Background: an optimization exercise with open tools, aiming at small area and a short achievable clock period. Do not read the settings as production practice. In this exercise RTL edits were held to simulation tests only and were not proved equivalent to the original. No activity file was given, so power comes from the tool's default toggle rates.

## router_extended
module router_extended (
  input  wire        clk,
  input  wire        rst,
  input  wire        start,
  input  wire [2:0]  cond_sel,
  input  wire [3:0]  opcode,
  input  wire [15:0] op_a,
  input  wire [15:0] op_b,
  output reg         busy,
  output reg         done,
  output reg  [31:0] result
);
For scale: ~800 cells after synthesis, roughly 110 flip-flops, roughly 6900 µm² of cells after synthesis.
export LEC_CHECK = 0
export ABC_CLOCK_PERIOD_IN_PS = 1000
export CAP_MARGIN = 20
export CORE_MARGIN = 2
export CORE_UTILIZATION = 40
export CTS_BUF_LIST = sky130_fd_sc_hd__clkbuf_4 sky130_fd_sc_hd__clkbuf_8
export SLEW_MARGIN = 20
create_clock -name core_clock -period 10.0 [get_ports {clk}]
standard.sh (not shown) runs the stock make flow with config.mk's settings and CLKGATE_MAP_FILE= SYNTH_SCRIPT=/design/flow/synth_recipe.tcl, a recipe that flattens the netlist after the stock synthesis.
==> flow/flow/run.sh <==
#!/bin/bash
# The standard layout, with buf_2 cells as the port buffers and timing
# repair aimed past the 10 ns constraint.
set -euo pipefail
bash standard.sh SETUP_SLACK_MARGIN=6 "BUFFER_PORTS_ARGS=-buffer_cell sky130_fd_sc_hd__buf_2" finish > standard.log 2>&1
The starting point completed without violations.
==> next run, changes <==
Settings changed: ABC_CLOCK_PERIOD_IN_PS 1000 to 400.
The changed run passed the timing, DRC and antenna checks.
Routed wire length stays the same.
Total power is unchanged.
Via count does not change.
Area after synthesis stays the same.
Setup slack stays the same.
Design area stays the same.
Sequential share of layout area does not change.
Non-clock buffer count is unchanged.
Combinational power barely changes.
Utilization is unchanged.
==> next run, changes <==
==> flow/flow/run.sh (replaced) <==
#!/bin/bash
# The standard layout, with buf_2 cells as the port buffers and timing
# repair aimed past the 10 ns constraint.
set -euo pipefail
bash standard.sh SETUP_SLACK_MARGIN=5.8 "BUFFER_PORTS_ARGS=-buffer_cell sky130_fd_sc_hd__buf_2" finish > standard.log 2>&1
Settings changed: ABC_CLOCK_PERIOD_IN_PS 400 to not set, PLACE_DENSITY set to 0.8.
Hold slack improves by 0.012 ns.
Synthesized area does not change.
Worst setup slack degrades by 0.12 ns.
Total power falls by 0.88%.
Count of clock-buffer cells in the layout rises by 2.
Non-clock buffer count falls by 1.
==> next run, changes <==
==> flow/flow/run.sh (replaced) <==
#!/bin/bash
# The standard layout, with buf_4 cells as the port buffers and timing
# repair aimed past the 10 ns constraint.
set -euo pipefail
bash standard.sh SETUP_SLACK_MARGIN=6 "BUFFER_PORTS_ARGS=-buffer_cell sky130_fd_sc_hd__buf_4" finish > standard.log 2>&1
Settings changed: ABC_CLOCK_PERIOD_IN_PS set to 1000, PLACE_DENSITY 0.8 to not set.
After rerunning: Combinational power grows by about 1%. Hold slack hardly moves. Count of clock-buffer cells in the layout shrinks by 1. Clock skew is about the same. Routed wire length grows by 3.2%. Utilization grows by 0.79 points. Synthesized area does not change. Design area grows by 1.7%. Sequential power is about the same.


the baseline:
router_extended again, from the RTL that the note above started with.
export LEC_CHECK = 0
export ABC_CLOCK_PERIOD_IN_PS = 1000
export CAP_MARGIN = 20
export CORE_MARGIN = 2
export CORE_UTILIZATION = 40
export CTS_BUF_LIST = sky130_fd_sc_hd__clkbuf_4 sky130_fd_sc_hd__clkbuf_8
export SLEW_MARGIN = 20
create_clock -name core_clock -period 10.0 [get_ports {clk}]
==> flow/flow/run.sh <==
#!/bin/bash
# The standard layout, with buf_2 cells as the port buffers and timing
# repair aimed past the 10 ns constraint.
set -euo pipefail
bash standard.sh SETUP_SLACK_MARGIN=5.5 "BUFFER_PORTS_ARGS=-buffer_cell sky130_fd_sc_hd__buf_2" finish > standard.log 2>&1
Input changes introduced in the candidate (baseline for comparison: the baseline):
==> flow/flow/run.sh <==
#!/bin/bash
# The standard layout, with buf_2 cells as the port buffers and timing
# repair aimed past the 10 ns constraint.
set -euo pipefail
bash standard.sh SETUP_SLACK_MARGIN=6.5 "BUFFER_PORTS_ARGS=-buffer_cell sky130_fd_sc_hd__buf_2" finish > standard.log 2>&1
Achievable clock frequency of the candidate exceeds that of the baseline by a little under 10%.
Taking the baseline as the reference, in the candidate final worst hold slack now sits higher; final worst setup slack now sits higher; post-place setup slack now sits higher; internal power now sits higher.
The candidate: no failed stages, no open violations at the end
The baseline ended up with met5 as its uppermost signal routing layer after detailed routing; the candidate ended up with met4.

afterwards: timing with drivers on the ports:
The results above use ideal ports. As a check the final layouts listed here were re-extracted and re-timed, cells and wires unchanged. Step 1 (the two cells are an assumption about what drives the block):
set clk [get_ports {clk}]
set_driving_cell -lib_cell sky130_fd_sc_hd__clkbuf_16 $clk
set_driving_cell -lib_cell sky130_fd_sc_hd__buf_2 [delete_from_list [all_inputs] $clk]
Step 2, shift: input delay + t, output delay - t, t = (earliest + latest rising clock arrival at the registers) / 2. This alone moves slack from input paths to output paths. Slacks: no drivers / after step 1 / after step 2; pairs: no drivers / after step 1.
| run | shift t [ns] | setup WS [ns] | latest minus earliest clock arrival (ns) | slew at the worst register clock pin (ns) |
|---|---|---|---|---|
| the first run of note 1 | 0.484 | 6.158 / 6.158 / 5.771 | 0.011 / 0.011 | 0.08 / 0.08 |
| the second run of note 1 | 0.484 | 6.158 / 6.158 / 5.771 | 0.011 / 0.011 | 0.08 / 0.08 |
| the third run of note 1 | 0.483 | 6.036 / 6.036 / 5.732 | 0.016 / 0.016 | 0.08 / 0.08 |
| the fourth run of note 1 | 0.466 | 6.147 / 6.147 / 5.714 | 0.017 / 0.017 | 0.08 / 0.08 |
| the baseline | 0.480 | 5.954 / 5.954 / 5.638 | 0.014 / 0.014 | 0.08 / 0.08 |
| the candidate | 0.481 | 6.311 / 6.311 / 6.082 | 0.015 / 0.014 | 0.08 / 0.08 |
After both steps setup and hold are still met in every run listed. The setup slack of the fourth run of note 1, which loses most, moves by 0.000 ns with the drivers and by -0.433 ns with both steps.
